Background: an optimization exercise with open tools, aiming at small area and a short achievable clock period. Do not read the settings as production practice.
No functional check of the RTL was part of any run shown here.
Power figures rest on the tool's default switching activity, not on a simulated workload.

## flow/design.v (module list and top-level ports; edited modules follow where they fit)
// module mul32_pipe: 1683 lines
// module mul_fa: 6 lines
// module mul_xor2: 5 lines
// module mul_maj3: 5 lines
// module mul_enc: 6 lines
// module mul_ha: 6 lines
module mul32_pipe(clk, rst, in_valid, a, b, out_valid, p);
  // ...
==> flow/flow/run.sh <==
#!/bin/bash
# Own layout flow: the standard ORFS flow (standard.sh), unchanged except that the
# port buffers that global placement inserts on every input and output use a plain buffer
# (buf_4) instead of the delay cell buffer_ports picks by default.
set -euo pipefail
export BUFFER_PORTS_ARGS="-buffer_cell sky130_fd_sc_hd__buf_4"
bash standard.sh finish > standard_flow.log 2>&1
==> flow/standard.sh <==
#!/bin/bash
# synth_recipe.tcl (not shown) runs the flow's synth.tcl, then flattens the netlist and writes it again
# the make line also repeats each setting of config.mk as NAME=value (left out here)
make -C /OpenROAD-flow-scripts/flow DESIGN_CONFIG=/design/flow/config.mk WORK_HOME=/design/flow/orfs CLKGATE_MAP_FILE= SYNTH_SCRIPT=/design/flow/synth_recipe.tcl "${@:-finish}"
==> flow/config.mk <==
export PLATFORM = sky130hd
export DESIGN_NAME = mul32_pipe
export DESIGN_NICKNAME = mul32_pipe
export VERILOG_FILES = /design/flow/design.v
export SDC_FILE = /design/flow/constraint.sdc
export NUM_CORES = 4
export LEC_CHECK = 0
export ABC_AREA = 1
export CAP_MARGIN = 20
export CORE_MARGIN = 2
export CORE_UTILIZATION = 40
export SLEW_MARGIN = 20
export SYNTH_HIERARCHICAL = 1
==> flow/constraint.sdc <==
create_clock -name core_clock -period 2.5 [get_ports {clk}]
set_input_delay 0.5000 -clock core_clock [delete_from_list [all_inputs] [get_ports {clk}]]
set_output_delay 0.5000 -clock core_clock [all_outputs]
set_load 0.01 [all_outputs]
==> out/metrics.cfg, run 1 <==
[global_routing]
grt_remaining_overflow = 0

[synth]
yosysUniqueCellTypes = 39
synthArstFlopShare_pct = 0
syn_area_um2 = 44900

[place]
pre_cts_slack_ps = 196
place_area_um2 = 48400

[pwr]
ir_worst_vdd_uv = 689
p_total_uw = 69700
p_switching_uw = 27000
powerSeq_uw = 25800

[worst_setup_path]
path_depth = 11
worstSetupStartpointType = flop
ff2ff_path_depth = 11
path_delay_family = simple AND/OR/NAND/NOR gates
arrival_ps = 2850

[final_layout]
layoutNonFillerInstCount = 5858
diodes = 3
finalNetCount = 4930
design_area_um2 = 52000
largest_cell_class = multi-input gates

[clock_tree]
cts.sinks = 964

[worst_hold_path]
hold_depth = 3

[sta]
setup_viol = 0
tns_ps = 0

[routing]
routedWlPerCell_um = 23.7
drc = 0
top_layer = met4
drtAntennaViolNets = 0
drt-initial-drc-count = 2894

[outcome]
outcome = timing/DRC/antenna clean

[die]
tap-cell-count = 1488

==> run 2: changes to the inputs <==
--- a/flow/design.v
+++ b/flow/design.v
@@ -6,17 +6,17 @@
   reg [4:0] vpipe;
   always @(posedge clk)
     if (rst) vpipe <= 5'd0;
     else vpipe <= {vpipe[3:0], in_valid};
   assign out_valid = vpipe[4];
   reg [416:0] rk1;
   reg [225:0] rk2;
   reg [136:0] rk3;
-  reg [114:0] rk4;
+  reg [98:0] rk4;
   reg [63:0] rk5;
   wire n1 = b[1] & ~b[0];
   wire n2 = b[2] ^ b[1];
   wire n3 = (b[3] & ~b[2] & ~b[1]) | (~b[3] & b[2] & b[1]);
   wire n4 = b[4] ^ b[3];
   wire n5 = (b[5] & ~b[4] & ~b[3]) | (~b[5] & b[4] & b[3]);
   wire n6 = b[6] ^ b[5];
   wire n7 = (b[7] & ~b[6] & ~b[5]) | (~b[7] & b[6] & b[5]);
@@ -1667,23 +1667,402 @@
   wire hs1130, hc1130;
   mul_ha u1130(rk3[113], rk3[114], hs1130, hc1130);
   wire fs1131, fc1131;
   mul_fa u1131(rk3[116], rk3[117], rk3[118], fs1131, fc1131);
   wire fs1132, fc1132;
   mul_fa u1132(rk3[120], rk3[121], rk3[122], fs1132, fc1132);
   wire fs1133, fc1133;
   mul_fa u1133(rk3[124], rk3[125], rk3[126], fs1133, fc1133);
-  wire [64:0] s1134;
-  assign s1134 = {rk4[113], rk4[112], rk4[110], rk4[109], rk4[107], rk4[106], rk4[104], rk4[103], rk4[101], rk4[100], rk4[98], rk4[97], rk4[95], rk4[93], rk4[91], rk4[89], rk4[87], rk4[85], rk4[83], rk4[81], rk4[79], rk4[77], rk4[75], rk4[73], rk4[71], rk4[69], rk4[67], rk4[65], rk4[63], rk4[61], rk4[59], rk4[57], rk4[55], rk4[53], rk4[51], rk4[49], rk4[47], rk4[45], rk4[43], rk4[41], rk4[39], rk4[37], rk4[35], rk4[33], rk4[31], rk4[29], rk4[27], rk4[25], rk4[23], rk4[21], rk4[19], rk4[17], rk4[15], rk4[13], rk4[11], rk4[9], rk4[8], rk4[7], rk4[6], rk4[5], rk4[4], rk4[3], rk4[2], rk4[0]} + {rk4[114], 1'b0, rk4[111], 1'b0, rk4[108], 1'b0, rk4[105], 1'b0, rk4[102], 1'b0, rk4[99], 1'b0, rk4[96], rk4[94], rk4[92], rk4[90], rk4[88], rk4[86], rk4[84], rk4[82], rk4[80], rk4[78], rk4[76], rk4[74], rk4[72], rk4[70], rk4[68], rk4[66], rk4[64], rk4[62], rk4[60], rk4[58], rk4[56], rk4[54], rk4[52], rk4[50], rk4[48], rk4[46], rk4[44], rk4[42], rk4[40], rk4[38], rk4[36], rk4[34], rk4[32], rk4[30], rk4[28], rk4[26], rk4[24], rk4[22], rk4[20], rk4[18], rk4[16], rk4[14], rk4[12], rk4[10], 1'b0, 1'b0, 1'b0, 1'b0, 1'b0, 1'b0, 1'b0, rk4[1]} + 1'b0;
+  wire [24:0] s1134;
+  wire [23:0] s1134x = {hc1102, hc1101, hc1100, hc1099, hc1098, hc1097, hc1096, hc1095, hc1094, hc1093, hc1092, hc1091, hc1090, hc1089, hc1088, fc1087, fs1087, rk3[7], rk3[6], rk3[5], rk3[4], rk3[3], rk3[2], rk3[0]};
+  wire [23:0] s1134y = {hs1103, hs1102, hs1101, hs1100, hs1099, hs1098, hs1097, hs1096, hs1095, hs1094, hs1093, hs1092, hs1091, hs1090, hs1089, hs1088, 1'b0, 1'b0, 1'b0, 1'b0, 1'b0, 1'b0, 1'b0, rk3[1]};
+  wire [23:0] s1134_g0 = s1134x & s1134y;
+  wire [23:0] s1134_p0 = s1134x ^ s1134y;
+  wire s1134_G1 = s1134_g0[1] | (s1134_p0[1] & s1134_g0[0]);
+  wire s1134_P1 = s1134_p0[1] & s1134_p0[0];
+  wire s1134_G2 = s1134_g0[3] | (s1134_p0[3] & s1134_g0[2]);
+  wire s1134_P2 = s1134_p0[3] & s1134_p0[2];
+  wire s1134_G3 = s1134_g0[5] | (s1134_p0[5] & s1134_g0[4]);
+  wire s1134_P3 = s1134_p0[5] & s1134_p0[4];
+  wire s1134_G4 = s1134_g0[7] | (s1134_p0[7] & s1134_g0[6]);
+  wire s1134_P4 = s1134_p0[7] & s1134_p0[6];
+  wire s1134_G5 = s1134_g0[9] | (s1134_p0[9] & s1134_g0[8]);
+  wire s1134_P5 = s1134_p0[9] & s1134_p0[8];
+  wire s1134_G6 = s1134_g0[11] | (s1134_p0[11] & s1134_g0[10]);
+  wire s1134_P6 = s1134_p0[11] & s1134_p0[10];
+  wire s1134_G7 = s1134_g0[13] | (s1134_p0[13] & s1134_g0[12]);
+  wire s1134_P7 = s1134_p0[13] & s1134_p0[12];
+  wire s1134_G8 = s1134_g0[15] | (s1134_p0[15] & s1134_g0[14]);
+  wire s1134_P8 = s1134_p0[15] & s1134_p0[14];
+  wire s1134_G9 = s1134_g0[17] | (s1134_p0[17] & s1134_g0[16]);
+  wire s1134_P9 = s1134_p0[17] & s1134_p0[16];
+  wire s1134_G10 = s1134_g0[19] | (s1134_p0[19] & s1134_g0[18]);
+  wire s1134_P10 = s1134_p0[19] & s1134_p0[18];
+  wire s1134_G11 = s1134_g0[21] | (s1134_p0[21] & s1134_g0[20]);
+  wire s1134_P11 = s1134_p0[21] & s1134_p0[20];
+  wire s1134_G12 = s1134_g0[23] | (s1134_p0[23] & s1134_g0[22]);
+  wire s1134_P12 = s1134_p0[23] & s1134_p0[22];
+  wire s1134_G13 = s1134_g0[2] | (s1134_p0[2] & s1134_G1);
+  wire s1134_P13 = s1134_p0[2] & s1134_P1;
+  wire s1134_G14 = s1134_G2 | (s1134_P2 & s1134_G1);
+  wire s1134_P14 = s1134_P2 & s1134_P1;
+  wire s1134_G15 = s1134_g0[6] | (s1134_p0[6] & s1134_G3);
+  wire s1134_P15 = s1134_p0[6] & s1134_P3;
+  wire s1134_G16 = s1134_G4 | (s1134_P4 & s1134_G3);
+  wire s1134_P16 = s1134_P4 & s1134_P3;
+  wire s1134_G17 = s1134_g0[10] | (s1134_p0[10] & s1134_G5);
+  wire s1134_P17 = s1134_p0[10] & s1134_P5;
+  wire s1134_G18 = s1134_G6 | (s1134_P6 & s1134_G5);
+  wire s1134_P18 = s1134_P6 & s1134_P5;
+  wire s1134_G19 = s1134_g0[14] | (s1134_p0[14] & s1134_G7);
+  wire s1134_P19 = s1134_p0[14] & s1134_P7;
+  wire s1134_G20 = s1134_G8 | (s1134_P8 & s1134_G7);
+  wire s1134_P20 = s1134_P8 & s1134_P7;
+  wire s1134_G21 = s1134_g0[18] | (s1134_p0[18] & s1134_G9);
+  wire s1134_P21 = s1134_p0[18] & s1134_P9;
+  wire s1134_G22 = s1134_G10 | (s1134_P10 & s1134_G9);
+  wire s1134_P22 = s1134_P10 & s1134_P9;
+  wire s1134_G23 = s1134_g0[22] | (s1134_p0[22] & s1134_G11);
+  wire s1134_P23 = s1134_p0[22] & s1134_P11;
+  wire s1134_G24 = s1134_G12 | (s1134_P12 & s1134_G11);
+  wire s1134_P24 = s1134_P12 & s1134_P11;
+  wire s1134_G25 = s1134_g0[4] | (s1134_p0[4] & s1134_G14);
+  wire s1134_P25 = s1134_p0[4] & s1134_P14;
+  wire s1134_G26 = s1134_G3 | (s1134_P3 & s1134_G14);
+  wire s1134_P26 = s1134_P3 & s1134_P14;
+  wire s1134_G27 = s1134_G15 | (s1134_P15 & s1134_G14);
+  wire s1134_P27 = s1134_P15 & s1134_P14;
+  wire s1134_G28 = s1134_G16 | (s1134_P16 & s1134_G14);
+  wire s1134_P28 = s1134_P16 & s1134_P14;
+  wire s1134_G29 = s1134_g0[12] | (s1134_p0[12] & s1134_G18);
+  wire s1134_P29 = s1134_p0[12] & s1134_P18;
+  wire s1134_G30 = s1134_G7 | (s1134_P7 & s1134_G18);
+  wire s1134_P30 = s1134_P7 & s1134_P18;
+  wire s1134_G31 = s1134_G19 | (s1134_P19 & s1134_G18);
+  wire s1134_P31 = s1134_P19 & s1134_P18;
+  wire s1134_G32 = s1134_G20 | (s1134_P20 & s1134_G18);
+  wire s1134_P32 = s1134_P20 & s1134_P18;
+  wire s1134_G33 = s1134_g0[20] | (s1134_p0[20] & s1134_G22);
+  wire s1134_P33 = s1134_p0[20] & s1134_P22;
+  wire s1134_G34 = s1134_G11 | (s1134_P11 & s1134_G22);
+  wire s1134_P34 = s1134_P11 & s1134_P22;
+  wire s1134_G35 = s1134_G23 | (s1134_P23 & s1134_G22);
+  wire s1134_P35 = s1134_P23 & s1134_P22;
+  wire s1134_G36 = s1134_G24 | (s1134_P24 & s1134_G22);
+  wire s1134_P36 = s1134_P24 & s1134_P22;
+  wire s1134_G37 = s1134_g0[8] | (s1134_p0[8] & s1134_G28);
+  wire s1134_P37 = s1134_p0[8] & s1134_P28;
+  wire s1134_G38 = s1134_G5 | (s1134_P5 & s1134_G28);
+  wire s1134_P38 = s1134_P5 & s1134_P28;
+  wire s1134_G39 = s1134_G17 | (s1134_P17 & s1134_G28);
+  wire s1134_P39 = s1134_P17 & s1134_P28;
+  wire s1134_G40 = s1134_G18 | (s1134_P18 & s1134_G28);
+  wire s1134_P40 = s1134_P18 & s1134_P28;
+  wire s1134_G41 = s1134_G29 | (s1134_P29 & s1134_G28);
+  wire s1134_P41 = s1134_P29 & s1134_P28;
+  wire s1134_G42 = s1134_G30 | (s1134_P30 & s1134_G28);
+  wire s1134_P42 = s1134_P30 & s1134_P28;
+  wire s1134_G43 = s1134_G31 | (s1134_P31 & s1134_G28);
+  wire s1134_P43 = s1134_P31 & s1134_P28;
+  wire s1134_G44 = s1134_G32 | (s1134_P32 & s1134_G28);
+  wire s1134_P44 = s1134_P32 & s1134_P28;
+  wire s1134_G45 = s1134_g0[16] | (s1134_p0[16] & s1134_G44);
+  wire s1134_P45 = s1134_p0[16] & s1134_P44;
+  wire s1134_G46 = s1134_G9 | (s1134_P9 & s1134_G44);
+  wire s1134_P46 = s1134_P9 & s1134_P44;
+  wire s1134_G47 = s1134_G21 | (s1134_P21 & s1134_G44);
+  wire s1134_P47 = s1134_P21 & s1134_P44;
+  wire s1134_G48 = s1134_G22 | (s1134_P22 & s1134_G44);
+  wire s1134_P48 = s1134_P22 & s1134_P44;
+  wire s1134_G49 = s1134_G33 | (s1134_P33 & s1134_G44);
+  wire s1134_P49 = s1134_P33 & s1134_P44;
+  wire s1134_G50 = s1134_G34 | (s1134_P34 & s1134_G44);
+  wire s1134_P50 = s1134_P34 & s1134_P44;
+  wire s1134_G51 = s1134_G35 | (s1134_P35 & s1134_G44);
+  wire s1134_P51 = s1134_P35 & s1134_P44;
+  wire s1134_G52 = s1134_G36 | (s1134_P36 & s1134_G44);
+  wire s1134_P52 = s1134_P36 & s1134_P44;
+  assign s1134[0] = s1134_p0[0] ^ 1'b0;
+  assign s1134[1] = s1134_p0[1] ^ s1134_g0[0];
+  assign s1134[2] = s1134_p0[2] ^ s1134_G1;
+  assign s1134[3] = s1134_p0[3] ^ s1134_G13;
+  assign s1134[4] = s1134_p0[4] ^ s1134_G14;
+  assign s1134[5] = s1134_p0[5] ^ s1134_G25;
+  assign s1134[6] = s1134_p0[6] ^ s1134_G26;
+  assign s1134[7] = s1134_p0[7] ^ s1134_G27;
+  assign s1134[8] = s1134_p0[8] ^ s1134_G28;
+  assign s1134[9] = s1134_p0[9] ^ s1134_G37;
+  assign s1134[10] = s1134_p0[10] ^ s1134_G38;
+  assign s1134[11] = s1134_p0[11] ^ s1134_G39;
+  assign s1134[12] = s1134_p0[12] ^ s1134_G40;
+  assign s1134[13] = s1134_p0[13] ^ s1134_G41;
+  assign s1134[14] = s1134_p0[14] ^ s1134_G42;
+  assign s1134[15] = s1134_p0[15] ^ s1134_G43;
+  assign s1134[16] = s1134_p0[16] ^ s1134_G44;
+  assign s1134[17] = s1134_p0[17] ^ s1134_G45;
+  assign s1134[18] = s1134_p0[18] ^ s1134_G46;
+  assign s1134[19] = s1134_p0[19] ^ s1134_G47;
+  assign s1134[20] = s1134_p0[20] ^ s1134_G48;
+  assign s1134[21] = s1134_p0[21] ^ s1134_G49;
+  assign s1134[22] = s1134_p0[22] ^ s1134_G50;
+  assign s1134[23] = s1134_p0[23] ^ s1134_G51;
+  assign s1134[24] = s1134_G52;
+  wire [40:0] s1135;
+  wire [39:0] s1135x = {rk4[72], rk4[71], rk4[69], rk4[68], rk4[66], rk4[65], rk4[63], rk4[62], rk4[60], rk4[59], rk4[57], rk4[56], rk4[54], rk4[52], rk4[50], rk4[48], rk4[46], rk4[44], rk4[42], rk4[40], rk4[38], rk4[36], rk4[34], rk4[32], rk4[30], rk4[28], rk4[26], rk4[24], rk4[22], rk4[20], rk4[18], rk4[16], rk4[14], rk4[12], rk4[10], rk4[8], rk4[6], rk4[4], rk4[2], rk4[0]};
+  wire [39:0] s1135y = {rk4[73], 1'b0, rk4[70], 1'b0, rk4[67], 1'b0, rk4[64], 1'b0, rk4[61], 1'b0, rk4[58], 1'b0, rk4[55], rk4[53], rk4[51], rk4[49], rk4[47], rk4[45], rk4[43], rk4[41], rk4[39], rk4[37], rk4[35], rk4[33], rk4[31], rk4[29], rk4[27], rk4[25], rk4[23], rk4[21], rk4[19], rk4[17], rk4[15], rk4[13], rk4[11], rk4[9], rk4[7], rk4[5], rk4[3], rk4[1]};
+  wire [39:0] s1135_g0 = s1135x & s1135y;
+  wire [39:0] s1135_p0 = s1135x ^ s1135y;
+  wire s1135_gc = s1135_g0[0] | (s1135_p0[0] & rk4[98]);
+  wire s1135_G1 = s1135_g0[1] | (s1135_p0[1] & s1135_gc);
+  wire s1135_P1 = s1135_p0[1] & s1135_p0[0];
+  wire s1135_G2 = s1135_g0[3] | (s1135_p0[3] & s1135_g0[2]);
+  wire s1135_P2 = s1135_p0[3] & s1135_p0[2];
+  wire s1135_G3 = s1135_g0[5] | (s1135_p0[5] & s1135_g0[4]);
+  wire s1135_P3 = s1135_p0[5] & s1135_p0[4];
+  wire s1135_G4 = s1135_g0[7] | (s1135_p0[7] & s1135_g0[6]);
+  wire s1135_P4 = s1135_p0[7] & s1135_p0[6];
+  wire s1135_G5 = s1135_g0[9] | (s1135_p0[9] & s1135_g0[8]);
+  wire s1135_P5 = s1135_p0[9] & s1135_p0[8];
+  wire s1135_G6 = s1135_g0[11] | (s1135_p0[11] & s1135_g0[10]);
+  wire s1135_P6 = s1135_p0[11] & s1135_p0[10];
+  wire s1135_G7 = s1135_g0[13] | (s1135_p0[13] & s1135_g0[12]);
+  wire s1135_P7 = s1135_p0[13] & s1135_p0[12];
+  wire s1135_G8 = s1135_g0[15] | (s1135_p0[15] & s1135_g0[14]);
+  wire s1135_P8 = s1135_p0[15] & s1135_p0[14];
+  wire s1135_G9 = s1135_g0[17] | (s1135_p0[17] & s1135_g0[16]);
+  wire s1135_P9 = s1135_p0[17] & s1135_p0[16];
+  wire s1135_G10 = s1135_g0[19] | (s1135_p0[19] & s1135_g0[18]);
+  wire s1135_P10 = s1135_p0[19] & s1135_p0[18];
+  wire s1135_G11 = s1135_g0[21] | (s1135_p0[21] & s1135_g0[20]);
+  wire s1135_P11 = s1135_p0[21] & s1135_p0[20];
+  wire s1135_G12 = s1135_g0[23] | (s1135_p0[23] & s1135_g0[22]);
+  wire s1135_P12 = s1135_p0[23] & s1135_p0[22];
+  wire s1135_G13 = s1135_g0[25] | (s1135_p0[25] & s1135_g0[24]);
+  wire s1135_P13 = s1135_p0[25] & s1135_p0[24];
+  wire s1135_G14 = s1135_g0[27] | (s1135_p0[27] & s1135_g0[26]);
+  wire s1135_P14 = s1135_p0[27] & s1135_p0[26];
+  wire s1135_G15 = s1135_g0[29] | (s1135_p0[29] & s1135_g0[28]);
+  wire s1135_P15 = s1135_p0[29] & s1135_p0[28];
+  wire s1135_G16 = s1135_g0[31] | (s1135_p0[31] & s1135_g0[30]);
+  wire s1135_P16 = s1135_p0[31] & s1135_p0[30];
+  wire s1135_G17 = s1135_g0[33] | (s1135_p0[33] & s1135_g0[32]);
+  wire s1135_P17 = s1135_p0[33] & s1135_p0[32];
+  wire s1135_G18 = s1135_g0[35] | (s1135_p0[35] & s1135_g0[34]);
+  wire s1135_P18 = s1135_p0[35] & s1135_p0[34];
+  wire s1135_G19 = s1135_g0[37] | (s1135_p0[37] & s1135_g0[36]);
+  wire s1135_P19 = s1135_p0[37] & s1135_p0[36];
+  wire s1135_G20 = s1135_g0[39] | (s1135_p0[39] & s1135_g0[38]);
+  wire s1135_P20 = s1135_p0[39] & s1135_p0[38];
+  wire s1135_G21 = s1135_g0[2] | (s1135_p0[2] & s1135_G1);
+  wire s1135_P21 = s1135_p0[2] & s1135_P1;
+  wire s1135_G22 = s1135_G2 | (s1135_P2 & s1135_G1);
+  wire s1135_P22 = s1135_P2 & s1135_P1;
+  wire s1135_G23 = s1135_g0[6] | (s1135_p0[6] & s1135_G3);
+  wire s1135_P23 = s1135_p0[6] & s1135_P3;
+  wire s1135_G24 = s1135_G4 | (s1135_P4 & s1135_G3);
+  wire s1135_P24 = s1135_P4 & s1135_P3;
+  wire s1135_G25 = s1135_g0[10] | (s1135_p0[10] & s1135_G5);
+  wire s1135_P25 = s1135_p0[10] & s1135_P5;
+  wire s1135_G26 = s1135_G6 | (s1135_P6 & s1135_G5);
+  wire s1135_P26 = s1135_P6 & s1135_P5;
+  wire s1135_G27 = s1135_g0[14] | (s1135_p0[14] & s1135_G7);
+  wire s1135_P27 = s1135_p0[14] & s1135_P7;
+  wire s1135_G28 = s1135_G8 | (s1135_P8 & s1135_G7);
+  wire s1135_P28 = s1135_P8 & s1135_P7;
+  wire s1135_G29 = s1135_g0[18] | (s1135_p0[18] & s1135_G9);
+  wire s1135_P29 = s1135_p0[18] & s1135_P9;
+  wire s1135_G30 = s1135_G10 | (s1135_P10 & s1135_G9);
+  wire s1135_P30 = s1135_P10 & s1135_P9;
+  wire s1135_G31 = s1135_g0[22] | (s1135_p0[22] & s1135_G11);
+  wire s1135_P31 = s1135_p0[22] & s1135_P11;
+  wire s1135_G32 = s1135_G12 | (s1135_P12 & s1135_G11);
+  wire s1135_P32 = s1135_P12 & s1135_P11;
+  wire s1135_G33 = s1135_g0[26] | (s1135_p0[26] & s1135_G13);
+  wire s1135_P33 = s1135_p0[26] & s1135_P13;
+  wire s1135_G34 = s1135_G14 | (s1135_P14 & s1135_G13);
+  wire s1135_P34 = s1135_P14 & s1135_P13;
+  wire s1135_G35 = s1135_g0[30] | (s1135_p0[30] & s1135_G15);
+  wire s1135_P35 = s1135_p0[30] & s1135_P15;
+  wire s1135_G36 = s1135_G16 | (s1135_P16 & s1135_G15);
+  wire s1135_P36 = s1135_P16 & s1135_P15;
+  wire s1135_G37 = s1135_g0[34] | (s1135_p0[34] & s1135_G17);
+  wire s1135_P37 = s1135_p0[34] & s1135_P17;
+  wire s1135_G38 = s1135_G18 | (s1135_P18 & s1135_G17);
+  wire s1135_P38 = s1135_P18 & s1135_P17;
+  wire s1135_G39 = s1135_g0[38] | (s1135_p0[38] & s1135_G19);
+  wire s1135_P39 = s1135_p0[38] & s1135_P19;
+  wire s1135_G40 = s1135_G20 | (s1135_P20 & s1135_G19);
+  wire s1135_P40 = s1135_P20 & s1135_P19;
+  wire s1135_G41 = s1135_g0[4] | (s1135_p0[4] & s1135_G22);
+  wire s1135_P41 = s1135_p0[4] & s1135_P22;
+  wire s1135_G42 = s1135_G3 | (s1135_P3 & s1135_G22);
+  wire s1135_P42 = s1135_P3 & s1135_P22;
+  wire s1135_G43 = s1135_G23 | (s1135_P23 & s1135_G22);
+  wire s1135_P43 = s1135_P23 & s1135_P22;
+  wire s1135_G44 = s1135_G24 | (s1135_P24 & s1135_G22);
+  wire s1135_P44 = s1135_P24 & s1135_P22;
+  wire s1135_G45 = s1135_g0[12] | (s1135_p0[12] & s1135_G26);
+  wire s1135_P45 = s1135_p0[12] & s1135_P26;
+  wire s1135_G46 = s1135_G7 | (s1135_P7 & s1135_G26);
+  wire s1135_P46 = s1135_P7 & s1135_P26;
+  wire s1135_G47 = s1135_G27 | (s1135_P27 & s1135_G26);
+  wire s1135_P47 = s1135_P27 & s1135_P26;
+  wire s1135_G48 = s1135_G28 | (s1135_P28 & s1135_G26);
+  wire s1135_P48 = s1135_P28 & s1135_P26;
+  wire s1135_G49 = s1135_g0[20] | (s1135_p0[20] & s1135_G30);
+  wire s1135_P49 = s1135_p0[20] & s1135_P30;
+  wire s1135_G50 = s1135_G11 | (s1135_P11 & s1135_G30);
+  wire s1135_P50 = s1135_P11 & s1135_P30;
+  wire s1135_G51 = s1135_G31 | (s1135_P31 & s1135_G30);
+  wire s1135_P51 = s1135_P31 & s1135_P30;
+  wire s1135_G52 = s1135_G32 | (s1135_P32 & s1135_G30);
+  wire s1135_P52 = s1135_P32 & s1135_P30;
+  wire s1135_G53 = s1135_g0[28] | (s1135_p0[28] & s1135_G34);
+  wire s1135_P53 = s1135_p0[28] & s1135_P34;
+  wire s1135_G54 = s1135_G15 | (s1135_P15 & s1135_G34);
+  wire s1135_P54 = s1135_P15 & s1135_P34;
+  wire s1135_G55 = s1135_G35 | (s1135_P35 & s1135_G34);
+  wire s1135_P55 = s1135_P35 & s1135_P34;
+  wire s1135_G56 = s1135_G36 | (s1135_P36 & s1135_G34);
+  wire s1135_P56 = s1135_P36 & s1135_P34;
+  wire s1135_G57 = s1135_g0[36] | (s1135_p0[36] & s1135_G38);
+  wire s1135_P57 = s1135_p0[36] & s1135_P38;
+  wire s1135_G58 = s1135_G19 | (s1135_P19 & s1135_G38);
+  wire s1135_P58 = s1135_P19 & s1135_P38;
+  wire s1135_G59 = s1135_G39 | (s1135_P39 & s1135_G38);
+  wire s1135_P59 = s1135_P39 & s1135_P38;
+  wire s1135_G60 = s1135_G40 | (s1135_P40 & s1135_G38);
+  wire s1135_P60 = s1135_P40 & s1135_P38;
+  wire s1135_G61 = s1135_g0[8] | (s1135_p0[8] & s1135_G44);
+  wire s1135_P61 = s1135_p0[8] & s1135_P44;
+  wire s1135_G62 = s1135_G5 | (s1135_P5 & s1135_G44);
+  wire s1135_P62 = s1135_P5 & s1135_P44;
+  wire s1135_G63 = s1135_G25 | (s1135_P25 & s1135_G44);
+  wire s1135_P63 = s1135_P25 & s1135_P44;
+  wire s1135_G64 = s1135_G26 | (s1135_P26 & s1135_G44);
+  wire s1135_P64 = s1135_P26 & s1135_P44;
+  wire s1135_G65 = s1135_G45 | (s1135_P45 & s1135_G44);
+  wire s1135_P65 = s1135_P45 & s1135_P44;
+  wire s1135_G66 = s1135_G46 | (s1135_P46 & s1135_G44);
+  wire s1135_P66 = s1135_P46 & s1135_P44;
+  wire s1135_G67 = s1135_G47 | (s1135_P47 & s1135_G44);
+  wire s1135_P67 = s1135_P47 & s1135_P44;
+  wire s1135_G68 = s1135_G48 | (s1135_P48 & s1135_G44);
+  wire s1135_P68 = s1135_P48 & s1135_P44;
+  wire s1135_G69 = s1135_g0[24] | (s1135_p0[24] & s1135_G52);
+  wire s1135_P69 = s1135_p0[24] & s1135_P52;
+  wire s1135_G70 = s1135_G13 | (s1135_P13 & s1135_G52);
+  wire s1135_P70 = s1135_P13 & s1135_P52;
+  wire s1135_G71 = s1135_G33 | (s1135_P33 & s1135_G52);
+  wire s1135_P71 = s1135_P33 & s1135_P52;
+  wire s1135_G72 = s1135_G34 | (s1135_P34 & s1135_G52);
+  wire s1135_P72 = s1135_P34 & s1135_P52;
+  wire s1135_G73 = s1135_G53 | (s1135_P53 & s1135_G52);
+  wire s1135_P73 = s1135_P53 & s1135_P52;
+  wire s1135_G74 = s1135_G54 | (s1135_P54 & s1135_G52);
+  wire s1135_P74 = s1135_P54 & s1135_P52;
+  wire s1135_G75 = s1135_G55 | (s1135_P55 & s1135_G52);
+  wire s1135_P75 = s1135_P55 & s1135_P52;
+  wire s1135_G76 = s1135_G56 | (s1135_P56 & s1135_G52);
+  wire s1135_P76 = s1135_P56 & s1135_P52;
+  wire s1135_G77 = s1135_g0[16] | (s1135_p0[16] & s1135_G68);
+  wire s1135_P77 = s1135_p0[16] & s1135_P68;
+  wire s1135_G78 = s1135_G9 | (s1135_P9 & s1135_G68);
+  wire s1135_P78 = s1135_P9 & s1135_P68;
+  wire s1135_G79 = s1135_G29 | (s1135_P29 & s1135_G68);
+  wire s1135_P79 = s1135_P29 & s1135_P68;
+  wire s1135_G80 = s1135_G30 | (s1135_P30 & s1135_G68);
+  wire s1135_P80 = s1135_P30 & s1135_P68;
+  wire s1135_G81 = s1135_G49 | (s1135_P49 & s1135_G68);
+  wire s1135_P81 = s1135_P49 & s1135_P68;
+  wire s1135_G82 = s1135_G50 | (s1135_P50 & s1135_G68);
+  wire s1135_P82 = s1135_P50 & s1135_P68;
+  wire s1135_G83 = s1135_G51 | (s1135_P51 & s1135_G68);
+  wire s1135_P83 = s1135_P51 & s1135_P68;
+  wire s1135_G84 = s1135_G52 | (s1135_P52 & s1135_G68);
+  wire s1135_P84 = s1135_P52 & s1135_P68;
+  wire s1135_G85 = s1135_G69 | (s1135_P69 & s1135_G68);
+  wire s1135_P85 = s1135_P69 & s1135_P68;
+  wire s1135_G86 = s1135_G70 | (s1135_P70 & s1135_G68);
+  wire s1135_P86 = s1135_P70 & s1135_P68;
+  wire s1135_G87 = s1135_G71 | (s1135_P71 & s1135_G68);
+  wire s1135_P87 = s1135_P71 & s1135_P68;
+  wire s1135_G88 = s1135_G72 | (s1135_P72 & s1135_G68);
+  wire s1135_P88 = s1135_P72 & s1135_P68;
+  wire s1135_G89 = s1135_G73 | (s1135_P73 & s1135_G68);
+  wire s1135_P89 = s1135_P73 & s1135_P68;
+  wire s1135_G90 = s1135_G74 | (s1135_P74 & s1135_G68);
+  wire s1135_P90 = s1135_P74 & s1135_P68;
+  wire s1135_G91 = s1135_G75 | (s1135_P75 & s1135_G68);
+  wire s1135_P91 = s1135_P75 & s1135_P68;
+  wire s1135_G92 = s1135_G76 | (s1135_P76 & s1135_G68);
+  wire s1135_P92 = s1135_P76 & s1135_P68;
+  wire s1135_G93 = s1135_g0[32] | (s1135_p0[32] & s1135_G92);
+  wire s1135_P93 = s1135_p0[32] & s1135_P92;
+  wire s1135_G94 = s1135_G17 | (s1135_P17 & s1135_G92);
+  wire s1135_P94 = s1135_P17 & s1135_P92;
+  wire s1135_G95 = s1135_G37 | (s1135_P37 & s1135_G92);
+  wire s1135_P95 = s1135_P37 & s1135_P92;
+  wire s1135_G96 = s1135_G38 | (s1135_P38 & s1135_G92);
+  wire s1135_P96 = s1135_P38 & s1135_P92;
+  wire s1135_G97 = s1135_G57 | (s1135_P57 & s1135_G92);
+  wire s1135_P97 = s1135_P57 & s1135_P92;
+  wire s1135_G98 = s1135_G58 | (s1135_P58 & s1135_G92);
+  wire s1135_P98 = s1135_P58 & s1135_P92;
+  wire s1135_G99 = s1135_G59 | (s1135_P59 & s1135_G92);
+  wire s1135_P99 = s1135_P59 & s1135_P92;
+  wire s1135_G100 = s1135_G60 | (s1135_P60 & s1135_G92);
+  wire s1135_P100 = s1135_P60 & s1135_P92;
+  assign s1135[0] = s1135_p0[0] ^ rk4[98];
+  assign s1135[1] = s1135_p0[1] ^ s1135_gc;
+  assign s1135[2] = s1135_p0[2] ^ s1135_G1;
+  assign s1135[3] = s1135_p0[3] ^ s1135_G21;
+  assign s1135[4] = s1135_p0[4] ^ s1135_G22;
+  assign s1135[5] = s1135_p0[5] ^ s1135_G41;
+  assign s1135[6] = s1135_p0[6] ^ s1135_G42;
+  assign s1135[7] = s1135_p0[7] ^ s1135_G43;
+  assign s1135[8] = s1135_p0[8] ^ s1135_G44;
+  assign s1135[9] = s1135_p0[9] ^ s1135_G61;
+  assign s1135[10] = s1135_p0[10] ^ s1135_G62;
+  assign s1135[11] = s1135_p0[11] ^ s1135_G63;
+  assign s1135[12] = s1135_p0[12] ^ s1135_G64;
+  assign s1135[13] = s1135_p0[13] ^ s1135_G65;
+  assign s1135[14] = s1135_p0[14] ^ s1135_G66;
+  assign s1135[15] = s1135_p0[15] ^ s1135_G67;
+  assign s1135[16] = s1135_p0[16] ^ s1135_G68;
+  assign s1135[17] = s1135_p0[17] ^ s1135_G77;
+  assign s1135[18] = s1135_p0[18] ^ s1135_G78;
+  assign s1135[19] = s1135_p0[19] ^ s1135_G79;
+  assign s1135[20] = s1135_p0[20] ^ s1135_G80;
+  assign s1135[21] = s1135_p0[21] ^ s1135_G81;
+  assign s1135[22] = s1135_p0[22] ^ s1135_G82;
+  assign s1135[23] = s1135_p0[23] ^ s1135_G83;
+  assign s1135[24] = s1135_p0[24] ^ s1135_G84;
+  assign s1135[25] = s1135_p0[25] ^ s1135_G85;
+  assign s1135[26] = s1135_p0[26] ^ s1135_G86;
+  assign s1135[27] = s1135_p0[27] ^ s1135_G87;
+  assign s1135[28] = s1135_p0[28] ^ s1135_G88;
+  assign s1135[29] = s1135_p0[29] ^ s1135_G89;
+  assign s1135[30] = s1135_p0[30] ^ s1135_G90;
+  assign s1135[31] = s1135_p0[31] ^ s1135_G91;
+  assign s1135[32] = s1135_p0[32] ^ s1135_G92;
+  assign s1135[33] = s1135_p0[33] ^ s1135_G93;
+  assign s1135[34] = s1135_p0[34] ^ s1135_G94;
+  assign s1135[35] = s1135_p0[35] ^ s1135_G95;
+  assign s1135[36] = s1135_p0[36] ^ s1135_G96;
+  assign s1135[37] = s1135_p0[37] ^ s1135_G97;
+  assign s1135[38] = s1135_p0[38] ^ s1135_G98;
+  assign s1135[39] = s1135_p0[39] ^ s1135_G99;
+  assign s1135[40] = s1135_G100;
   always @(posedge clk) rk1 <= {n607, n575, fc788, fs788, fc787, fs787, fc786, fs786, fc785, n603, fs785, fc784, n602, fs784, fc783, n601, n569, fs783, fc782, fc781, fs782, fs781, fc780, fc779, fs780, fs779, fc778, fc777, fs778, fs777, fc776, fc775, n597, fs776, fs775, fc774, fc773, n596, fs774, fs773, fc772, fc771, n595, n563, fs772, fs771, fc770, fc769, fc768, fs770, fs769, fs768, fc767, fc766, fc765, fs767, fs766, fs765, fc764, fc763, fc762, fs764, fs763, fs762, fc761, fc760, fc759, n591, fs761, fs760, fs759, fc758, fc757, fc756, n590, fs758, fs757, fs756, fc755, fc754, fc753, n589, n557, fs755, fs754, fs753, fc752, fc751, fc750, fc749, fs752, fs751, fs750, fs749, fc748, fc747, fc746, fc745, fs748, fs747, fs746, fs745, fc744, fc743, fc742, fc741, fs744, fs743, fs742, fs741, fc740, fc739, fc738, fc737, n585, fs740, fs739, fs738, fs737, fc736, fc735, fc734, fc733, n584, fs736, fs735, fs734, fs733, fc732, fc731, fc730, fc729, n583, n551, fs732, fs731, fs730, fs729, fc728, fc727, fc726, fc725, fc724, fs728, fs727, fs726, fs725, fs724, fc723, fc722, fc721, fc720, fc719, fs723, fs722, fs721, fs720, fs719, fc718, fc717, fc716, fc715, fc714, fs718, fs717, fs716, fs715, fs714, fc713, fc712, fc711, fc710, fc709, n579, fs713, fs712, fs711, fs710, fs709, fc708, fc707, fc706, fc705, fc704, n578, fs708, fs707, fs706, fs705, fs704, fc703, fc702, fc701, fc700, fc699, fc698, fs703, fs702, fs701, fs700, fs699, fs698, fc697, fc696, fc695, fc694, fc693, n576, n544, fs697, fs696, fs695, fs694, fs693, fc692, fc691, fc690, fc689, fc688, n543, fs692, fs691, fs690, fs689, fs688, fc687, fc686, fc685, fc684, fc683, n542, n510, fs687, fs686, fs685, fs684, fs683, fc682, fc681, fc680, fc679, fc678, fs682, fs681, fs680, fs679, fs678, fc677, fc676, fc675, fc674, fc673, n508, fs677, fs676, fs675, fs674, fs673, fc672, fc671, fc670, fc669, n475, n443, fs672, fs671, fs670, fs669, fc668, fc667, fc666, fc665, fc664, fs668, fs667, fs666, fs665, fs664, fc663, fc662, fc661, fc660, n441, fs663, fs662, fs661, fs660, fc659, fc658, fc657, fc656, n440, n408, fs659, fs658, fs657, fs656, fc655, fc654, fc653, fc652, fs655, fs654, fs653, fs652, fc651, fc650, fc649, fc648, n406, fs651, fs650, fs649, fs648, fc647, fc646, fc645, n373, n341, fs647, fs646, fs645, fc644, fc643, fc642, fc641, fs644, fs643, fs642, fs641, fc640, fc639, fc638, n339, fs640, fs639, fs638, fc637, fc636, fc635, n338, n306, fs637, fs636, fs635, fc634, fc633, fc632, fs634, fs633, fs632, fc631, fc630, fc629, n304, fs631, fs630, fs629, fc628, fc627, n271, n239, fs628, fs627, fc626, fc625, fc624, fs626, fs625, fs624, fc623, fc622, n237, fs623, fs622, fc621, fc620, n236, n204, fs621, fs620, fc619, fc618, fs619, fs618, fc617, fc616, n202, fs617, fs616, fc615, n169, n137, fs615, fc614, fc613, fs614, fs613, fc612, n135, fs612, fc611, n134, n102, fs611, fc610, fs610, fc609, n100, fs609, n67, n35, fc608, fs608, n33, n32, b[1]};
   always @(posedge clk) rk2 <= {fs908, rk1[413], rk1[412], fc990, fs990, fs907, fc906, fs906, fc905, fc989, fs989, fc988, fs904, fs988, fc987, fs987, fc986, fs986, fc985, fs901, fs985, fc984, fs900, fc899, fs984, fc983, fs899, fs983, fc982, fs897, fs896, fs982, fc981, fs895, fs981, fc980, fs893, fs980, fc979, fs891, fs890, fs979, fc978, fs889, fs888, fs978, fc977, fc976, fs887, fs977, fs976, fc975, fs885, fs884, fs975, fc974, fc973, fs974, fs973, fc972, fc971, fs880, fs972, fs971, fc970, fc969, fs970, fs969, fc968, fc967, fs968, fs967, fc966, fc965, fs872, fs966, fs965, fc964, fc963, fs869, fs868, fs964, fs963, fc962, fc961, fs866, fs962, fs961, fc960, fc959, fs863, fs960, fs959, hc958, fc957, fc956, hs958, fs957, fs956, fc955, fc954, fc953, fs955, fs954, fs953, hc952, fc951, fc950, hs952, fs951, fs950, fc949, fc948, fc947, fs949, fs948, fs947, fc946, fc945, fs847, fs946, fs945, fc944, fc943, fc942, fs944, fs943, fs942, fc941, fc940, fs840, fs941, fs940, fc939, fc938, fs836, fs939, fs938, fc937, fc936, fs833, fs937, fs936, fc935, fc934, fs830, fs829, fs935, fs934, fc933, fc932, fs933, fs932, fc931, fc930, fs931, fs930, fc929, fc928, fs929, fs928, fc927, fc926, fs927, fs926, fc925, fc924, fs816, fs925, fs924, fc923, fs814, fs813, fs923, fc922, fs811, fs810, fs922, fc921, fs809, fs808, fs921, fc920, fc919, fs920, fs919, fc918, fs805, fs918, fc917, fs803, fs917, fc916, fs801, fs916, fc915, fs799, fs915, fc914, fs798, fc797, fs914, fc913, fs913, fc912, fs912, fc911, fs911, fc910, fs793, fs910, fs792, fc791, fs791, fc790, fs790, rk1[14], rk1[10], rk1[9], fc909, fs909, fs789, rk1[3], rk1[2], rk1[1], rk1[0]};
   always @(posedge clk) rk3 <= {fc1050, rk2[225], fs1050, rk2[221], fc1086, fs1086, fs1049, fc1085, fs1085, fs1048, rk2[210], rk2[209], fc1084, fs1084, fs1047, fc1046, fc1083, fs1083, fs1045, fc1044, fc1082, fs1082, fs1043, fc1042, fs1042, fc1041, fc1081, fs1081, fc1080, fs1040, fs1080, fc1079, fs1079, fc1078, fs1038, fs1078, fc1077, fs1077, fc1076, fs1036, fs1076, fc1075, fs1075, fc1074, fs1034, fs1074, fc1073, fs1032, fs1073, fc1072, fs1031, fs1072, fc1071, fs1028, fs1071, fc1070, fs1027, fs1070, fc1069, fs1025, fs1069, fc1068, fs1023, fs1068, fc1067, fs1021, fs1067, fc1066, fs1018, fs1066, fc1065, fs1017, fs1065, fc1064, fs1014, fs1064, fc1063, fs1012, fs1063, fc1062, fs1010, fs1062, fc1061, fs1008, fs1061, fc1060, fs1060, fc1059, fs1059, fc1058, fs1058, fc1057, fs1057, fc1056, fs1056, fc1055, fs1055, fc1054, fs1054, fc1053, fs1053, fc1052, fs998, fs1052, fs997, fc996, fs996, fc995, fs995, fc994, fs994, fc993, fs993, fc992, fs992, rk2[26], rk2[22], rk2[21], rk2[20], rk2[19], rk2[18], rk2[17], rk2[16], rk2[15], rk2[14], rk2[13], rk2[12], rk2[11], fc1051, fs1051, fs991, rk2[5], rk2[4], rk2[3], rk2[2], rk2[1], rk2[0]};
-  always @(posedge clk) rk4 <= {rk3[136], rk3[135], rk3[134], rk3[133], rk3[132], rk3[131], rk3[130], rk3[129], rk3[128], rk3[127], fc1133, fs1133, rk3[123], fc1132, fs1132, rk3[119], fc1131, fs1131, rk3[115], hc1130, hs1130, fc1129, fs1129, hc1128, hs1128, fc1127, fs1127, hc1126, hs1126, fc1125, fs1125, hc1124, hs1124, fc1123, fs1123, hc1122, hs1122, fc1121, fs1121, fc1120, fs1120, fc1119, fs1119, fc1118, fs1118, fc1117, fs1117, fc1116, fs1116, fc1115, fs1115, fc1114, fs1114, fc1113, fs1113, fc1112, fs1112, fc1111, fs1111, fc1110, fs1110, fc1109, fs1109, fc1108, fs1108, hc1107, hs1107, hc1106, hs1106, hc1105, hs1105, hc1104, hs1104, hc1103, hs1103, hc1102, hs1102, hc1101, hs1101, hc1100, hs1100, hc1099, hs1099, hc1098, hs1098, hc1097, hs1097, hc1096, hs1096, hc1095, hs1095, hc1094, hs1094, hc1093, hs1093, hc1092, hs1092, hc1091, hs1091, hc1090, hs1090, hc1089, hs1089, hc1088, hs1088, fc1087, fs1087, rk3[7], rk3[6], rk3[5], rk3[4], rk3[3], rk3[2], rk3[1], rk3[0]};
-  always @(posedge clk) rk5 <= {s1134[63], s1134[62], s1134[61], s1134[60], s1134[59], s1134[58], s1134[57], s1134[56], s1134[55], s1134[54], s1134[53], s1134[52], s1134[51], s1134[50], s1134[49], s1134[48], s1134[47], s1134[46], s1134[45], s1134[44], s1134[43], s1134[42], s1134[41], s1134[40], s1134[39], s1134[38], s1134[37], s1134[36], s1134[35], s1134[34], s1134[33], s1134[32], s1134[31], s1134[30], s1134[29], s1134[28], s1134[27], s1134[26], s1134[25], s1134[24], s1134[23], s1134[22], s1134[21], s1134[20], s1134[19], s1134[18], s1134[17], s1134[16], s1134[15], s1134[14], s1134[13], s1134[12], s1134[11], s1134[10], s1134[9], s1134[8], s1134[7], s1134[6], s1134[5], s1134[4], s1134[3], s1134[2], s1134[1], s1134[0]};
+  always @(posedge clk) rk4 <= {s1134[24], s1134[23], s1134[22], s1134[21], s1134[20], s1134[19], s1134[18], s1134[17], s1134[16], s1134[15], s1134[14], s1134[13], s1134[12], s1134[11], s1134[10], s1134[9], s1134[8], s1134[7], s1134[6], s1134[5], s1134[4], s1134[3], s1134[2], s1134[1], s1134[0], rk3[136], rk3[135], rk3[134], rk3[133], rk3[132], rk3[131], rk3[130], rk3[129], rk3[128], rk3[127], fc1133, fs1133, rk3[123], fc1132, fs1132, rk3[119], fc1131, fs1131, rk3[115], hc1130, hs1130, fc1129, fs1129, hc1128, hs1128, fc1127, fs1127, hc1126, hs1126, fc1125, fs1125, hc1124, hs1124, fc1123, fs1123, hc1122, hs1122, fc1121, fs1121, fc1120, fs1120, fc1119, fs1119, fc1118, fs1118, fc1117, fs1117, fc1116, fs1116, fc1115, fs1115, fc1114, fs1114, fc1113, fs1113, fc1112, fs1112, fc1111, fs1111, fc1110, fs1110, fc1109, fs1109, fc1108, fs1108, hc1107, hs1107, hc1106, hs1106, hc1105, hs1105, hc1104, hs1104, hc1103};
+  always @(posedge clk) rk5 <= {s1135[39], s1135[38], s1135[37], s1135[36], s1135[35], s1135[34], s1135[33], s1135[32], s1135[31], s1135[30], s1135[29], s1135[28], s1135[27], s1135[26], s1135[25], s1135[24], s1135[23], s1135[22], s1135[21], s1135[20], s1135[19], s1135[18], s1135[17], s1135[16], s1135[15], s1135[14], s1135[13], s1135[12], s1135[11], s1135[10], s1135[9], s1135[8], s1135[7], s1135[6], s1135[5], s1135[4], s1135[3], s1135[2], s1135[1], s1135[0], rk4[97], rk4[96], rk4[95], rk4[94], rk4[93], rk4[92], rk4[91], rk4[90], rk4[89], rk4[88], rk4[87], rk4[86], rk4[85], rk4[84], rk4[83], rk4[82], rk4[81], rk4[80], rk4[79], rk4[78], rk4[77], rk4[76], rk4[75], rk4[74]};
   assign p = {rk5[63], rk5[62], rk5[61], rk5[60], rk5[59], rk5[58], rk5[57], rk5[56], rk5[55], rk5[54], rk5[53], rk5[52], rk5[51], rk5[50], rk5[49], rk5[48], rk5[47], rk5[46], rk5[45], rk5[44], rk5[43], rk5[42], rk5[41], rk5[40], rk5[39], rk5[38], rk5[37], rk5[36], rk5[35], rk5[34], rk5[33], rk5[32], rk5[31], rk5[30], rk5[29], rk5[28], rk5[27], rk5[26], rk5[25], rk5[24], rk5[23], rk5[22], rk5[21], rk5[20], rk5[19], rk5[18], rk5[17], rk5[16], rk5[15], rk5[14], rk5[13], rk5[12], rk5[11], rk5[10], rk5[9], rk5[8], rk5[7], rk5[6], rk5[5], rk5[4], rk5[3], rk5[2], rk5[1], rk5[0]};
 endmodule
 module mul_fa(x, y, z, s, c);
   input x, y, z;
   output s, c;
   assign s = x ^ y ^ z;
   assign c = (x & y) | (y & z) | (x & z);
 endmodule
@@ -1692,20 +2071,14 @@
   output s;
   assign s = x ^ y;
 endmodule
 module mul_maj3(x, y, z, c);
   input x, y, z;
   output c;
   assign c = (x & y) | (y & z) | (x & z);
 endmodule
-module mul_enc(b1, b0, bm, one, two);
-  input b1, b0, bm;
-  output one, two;
-  assign one = b0 ^ bm;
-  assign two = (b1 & ~b0 & ~bm) | (~b1 & b0 & bm);
-endmodule
 module mul_ha(x, y, s, c);
   input x, y;
   output s, c;
   assign s = x ^ y;
   assign c = x & y;
 endmodule
==> out/metrics.cfg, run 2 <==
[synth]
synth-warning-count = 7  ; unchanged
yosysUniqueCellTypes = 36  ; was 39
yosysMostFrequentCell = dfxtp_1  ; unchanged
synth.area.top_cells = dfxtp_1, fa_1, xor2_1  ; unchanged
synthArstFlopShare_pct = 0  ; unchanged
synth-seq-area-share_pct = 45.4  ; was 43.0%
synth_seq_cells = 948  ; was 964
synth_cells = 3486  ; was 4165
ys.flop_type = dfxtp_1  ; unchanged
syn_area_per_cell_um2 = 12.0  ; was 10.8 µm²
synth.largest_area_cell = dfxtp_1  ; unchanged
yosysTopAreaCellShare_pct = 45.4  ; was 43.0%
synth_edf_count = 0  ; unchanged
yosys-top-cells-count = dfxtp_1, xor2_1, fa_1  ; was dfxtp_1, nand2_1, xor2_1
syn_area_um2 = 41800  ; was 44900 µm²

[worst_setup_path]
path_cells = inv_2 > fa_2 > fa_2 > inv_2 > nand2_2 > nand2_2 > nand3_2 > nand2_4 > nand2_2 > nand2_2 > buf_12 > nand2_1 > nand2_4 > ha_4 > xor2_1  ; was ha_1 > nand2_1 > inv_1 > nand2_1 > nand2_1 > a21oi_1 > nand3_2 > nand2_1 > nand3_1 > nand2_1 > nand2_1
crit_start = rk4[98]  ; was rk4[31]
cpMostUsedCell = nand2_2  ; was nand2_1
max_stage_delay_ps = 380  ; was 410 ps
crit_path_end_kind = flop  ; unchanged
timing.rr.start = rk4[98]  ; was rk4[31]
r2r_slack_ps = 130  ; was 190 ps
cp_max_fo = 7  ; was 4
worstReg2RegEnd = rk5[57]  ; was rk5[56]
worstSetupStartpointType = flop  ; unchanged
path_class = reg2reg  ; unchanged
worstPathRequired_ps = 3100  ; was 3040 ps
ff2ff_path_depth = 15  ; was 11
arrival_ps = 2970  ; was 2850 ps
crit_slowest_cell = fa_2  ; was a21oi_1

[worst_hold_path]
hold_depth = 3  ; unchanged
hp-start = a[3]  ; was a[9]
min_path_type = in2reg  ; unchanged
hold_end = rk1[243]  ; was rk1[302]

[routing]
drc = 0  ; unchanged
vias = 26600  ; was 30200
vias_per_cell = 5.21  ; was 5.16
wl_um = 114000  ; was 139000 µm
drt_pass1_iterations = 5  ; was 7
routedWlPerCell_um = 22.3  ; was 23.7 µm
drt-initial-drc-count = 2233  ; was 2894
drtAntennaViolNets = 0  ; unchanged

[sta]
setup_viol = 0  ; unchanged
worst_pin_slew_ps = 726  ; was 756 ps
hold_viol = 0  ; unchanged
post-route-period-util_pct = 94.8  ; was 92.3%
timing.slew.headroom_pct = 51.6  ; was 49.6%
fin_skew_ps = 33.6  ; was 32.7 ps
rsz0062_at_grt = yes  ; was no
tns_ps = 0  ; unchanged
drv_slew = 0  ; unchanged
hold-worst-slack_ps = 35.1  ; was 19.7 ps
min_period_ps = 2370  ; was 2310 ps
max_freq_ghz = 0.422  ; was 0.433 GHz

[place]
gp_congestion = 0.853  ; was 0.913
numPortBuffers = 131  ; unchanged
dp_hpwl_um = 75900  ; was 98100 µm

[global_routing]
grt_remaining_overflow = 0  ; unchanged
grt_max_degree = 66  ; unchanged
grt_pass1_vias = 28200  ; was 31300
antenna_found_initial = 5  ; was 8
grt_pass1_wl_um = 172000  ; was 205000 µm
grt.total_usage_pct = 21.4  ; was 24.1%

[outcome]
outcome = timing/DRC/antenna clean  ; unchanged

[final_layout]
largest_reg_flops = 417  ; unchanged
syn_to_final_growth_pct = 16.8  ; was 15.7%
layout_commonest_cell = dfxtp_1  ; unchanged
final_cell_mix = dfxtp_1, xor2_1, fa_1  ; was dfxtp_1, nand2_1, xor2_1
finalNetCount = 4286  ; was 4930
final_layout_size_suffix_gt1_share_pct = 13.7  ; was 12.6%
top_regs = rk1 (417), rk2 (226), rk3 (137)  ; unchanged
largest_register = rk1  ; unchanged

[pwr]
ir_worst_vdd_uv = 809  ; was 689 µV
power_leakage_uw = 0.0211  ; was 0.0230 µW
power_density_nw_per_um2 = 1250  ; was 1340 nW/µm²

[run]
maxCapViolations = 0  ; unchanged

[die]
start_util_pct = 40.3  ; was 40.4%
die_h_um = 327  ; was 339 µm
io_pins = 132  ; unchanged
coreArea_um2 = 104000  ; was 111000 µm²
die_area_um2 = 107000  ; was 115000 µm²
rows = 118  ; was 122
die_w_um = 327  ; was 339 µm

[clock_tree]
cts.htree.levels = 3  ; unchanged
cts_tree = yes  ; unchanged
cts.sinks = 948  ; was 964
worstSkewPairLatency_ps = 690  ; about the same
cts-root-buf = clkbuf_16  ; unchanged
cts-buffers-inserted = 101  ; was 98
clockBufferDepth = 3  ; unchanged
path_clk_slew_ps = 60  ; about the same

[run 2: cell count changes in the layout (fill, tap and decap cells not counted), moves of 20 or more]
cell     previous run  this run
nor2_1            127        91
inv_1             347       188
nand2_1           558       225
nand2_2            27         7
nor2_2             32         1
nand3_1            58        27
buf_4             197       219
[run 2: kinds of logic (layout without fill, tap and decap cells)]
group           Yosys count  in the layout  share of synthesized area, %
flops                   948            948                          45.4
fa+ha+maj               586            586                          26.5
compound gates          579            579                          8.61
xor+xnor                540            540                          11.3
buf+inv                 466            683                          4.61
simple gates            366            366                          3.52
other cells               1             18                       0.00897
[run 2: modules after synthesis (local to each module, per instance)]
module / flops+latches / copies in the design / cell area (µm²)
mul_fa: 0 / 492 / 20.0
mul32_pipe: 948 / 1 / 31500
mul_ha: 0 / 34 / 12.5
[run 2: area by class of cell]
cell class	count	area, µm²
inverter	204	766
timing repair buffer	291	3010
tap	1380	1730
clock buffer	137	2880
antenna	2	5.00
sequential	948	19000
multi-input combinational	2087	21000
fill	9350	54800
clock inverter	51	483
[run 2: how the worst max path moves through the flow]
| stage | to | slack (ps) | cells after the start |
|---|---|---|---|
| finish | rk5[57] | 130 | 15 |
| global route | rk5[57] | -4 | 15 |
| CTS | rk5[40] | 10 | 13 |
| detailed placement | rk5[57] | -70 | 15 |
| global placement | rk5[57] | -20 | 15 |
| floorplan | rk5[40] | 230 | 12 |
[run 2: per-layer routing]
layer,share of wire [%],wire length (µm),track usage (%),vias up
li1,-,-,-,11700
met1,41,46600,28.3,13300
met2,47,52900,34.4,1283
met3,8.5,9700,4.63,272
met4,4.0,4550,8.65,4
met5,0.020,23,0,-
[run 2: metrics by stage]
step / area (µm²) / std cells / power, µW / utilization (%) / setup WS, ps
after floorplan: 41900 / 3501 / 37900 / - / 228
after global placement: 45300 / 4901 / 46500 / 43.7 / -18.3
after detailed placement: 45300 / 4901 / 46900 / 43.7 / -67.3
after CTS: 48800 / 5098 / 62300 / 47.1 / 12.5
after global routing: 48800 / 5099 / 66100 / 47.1 / -3.68
final: 48800 / 5100 / 61300 / 47.1 / 130
[run 2: critical path: cells and delay by family, from the launching register on]
kind                     cells  cell delay (ps)
flip-flops                   1              320
adder cells (fa/ha/maj)      3              900
AND/OR/NAND/NOR              8              690
buffers and inverters        3              240
XOR/XNOR                     1              130
[run 2: power by group]
| group | switching, µW | total, µW | internal [µW] |
|---|---|---|---|
| registers | 3010 | 25100 | 22100 |
| logic | 11700 | 21200 | 9420 |
| clock network | 6280 | 15000 | 8730 |
| total | 21000 | 61300 | 40200 |
[run 2: timing repair]
| action | CTS | global route |
|---|---|---|
| gates resized for setup | 4 | 9 |
| pin swaps | 1 | 3 |
| endpoints found under the setup margin | 9 | 22 |
| buffers inserted | 2 | 0 |
| hold buffers | 7 | 0 |
| hold endpoints to repair | 10 | 0 |

static timing again, ports no longer ideal:
No port has a modelled driver above. Below, the same layouts with a new extraction and two added sets of constraints.
Step 1: set_driving_cell puts a clkbuf_16 on clk and a buf_2 on each other input, an assumption about the parent block.
Step 2 times the ports against the registers' clock, not the clock port: input delays grow and output delays shrink by t, the midpoint of the rising clock arrivals with the driver on.
a / b / c = ideal ports / drivers / drivers and shift; a / b = the first two.
| run | shift t [ns] | slack for setup (ns) | hold slack, ns | clock arrival spread, ns | worst register clock-pin slew, ns |
|---|---|---|---|---|---|
| run 1 | 0.752 | 0.191 / 0.191 / -0.081 | 0.020 / -0.020 / 0.322 | 0.037 / 0.037 | 0.07 / 0.07 |
| run 2 | 0.739 | 0.130 / 0.130 / -0.120 | 0.035 / -0.003 / 0.324 | 0.040 / 0.040 | 0.07 / 0.07 |
Met with ideal ports but missed after step 2: setup timing in run 1 and run 2. For run 1, which loses most, drivers alone change the setup slack by 0.000 ns; drivers and shift together by -0.272 ns.
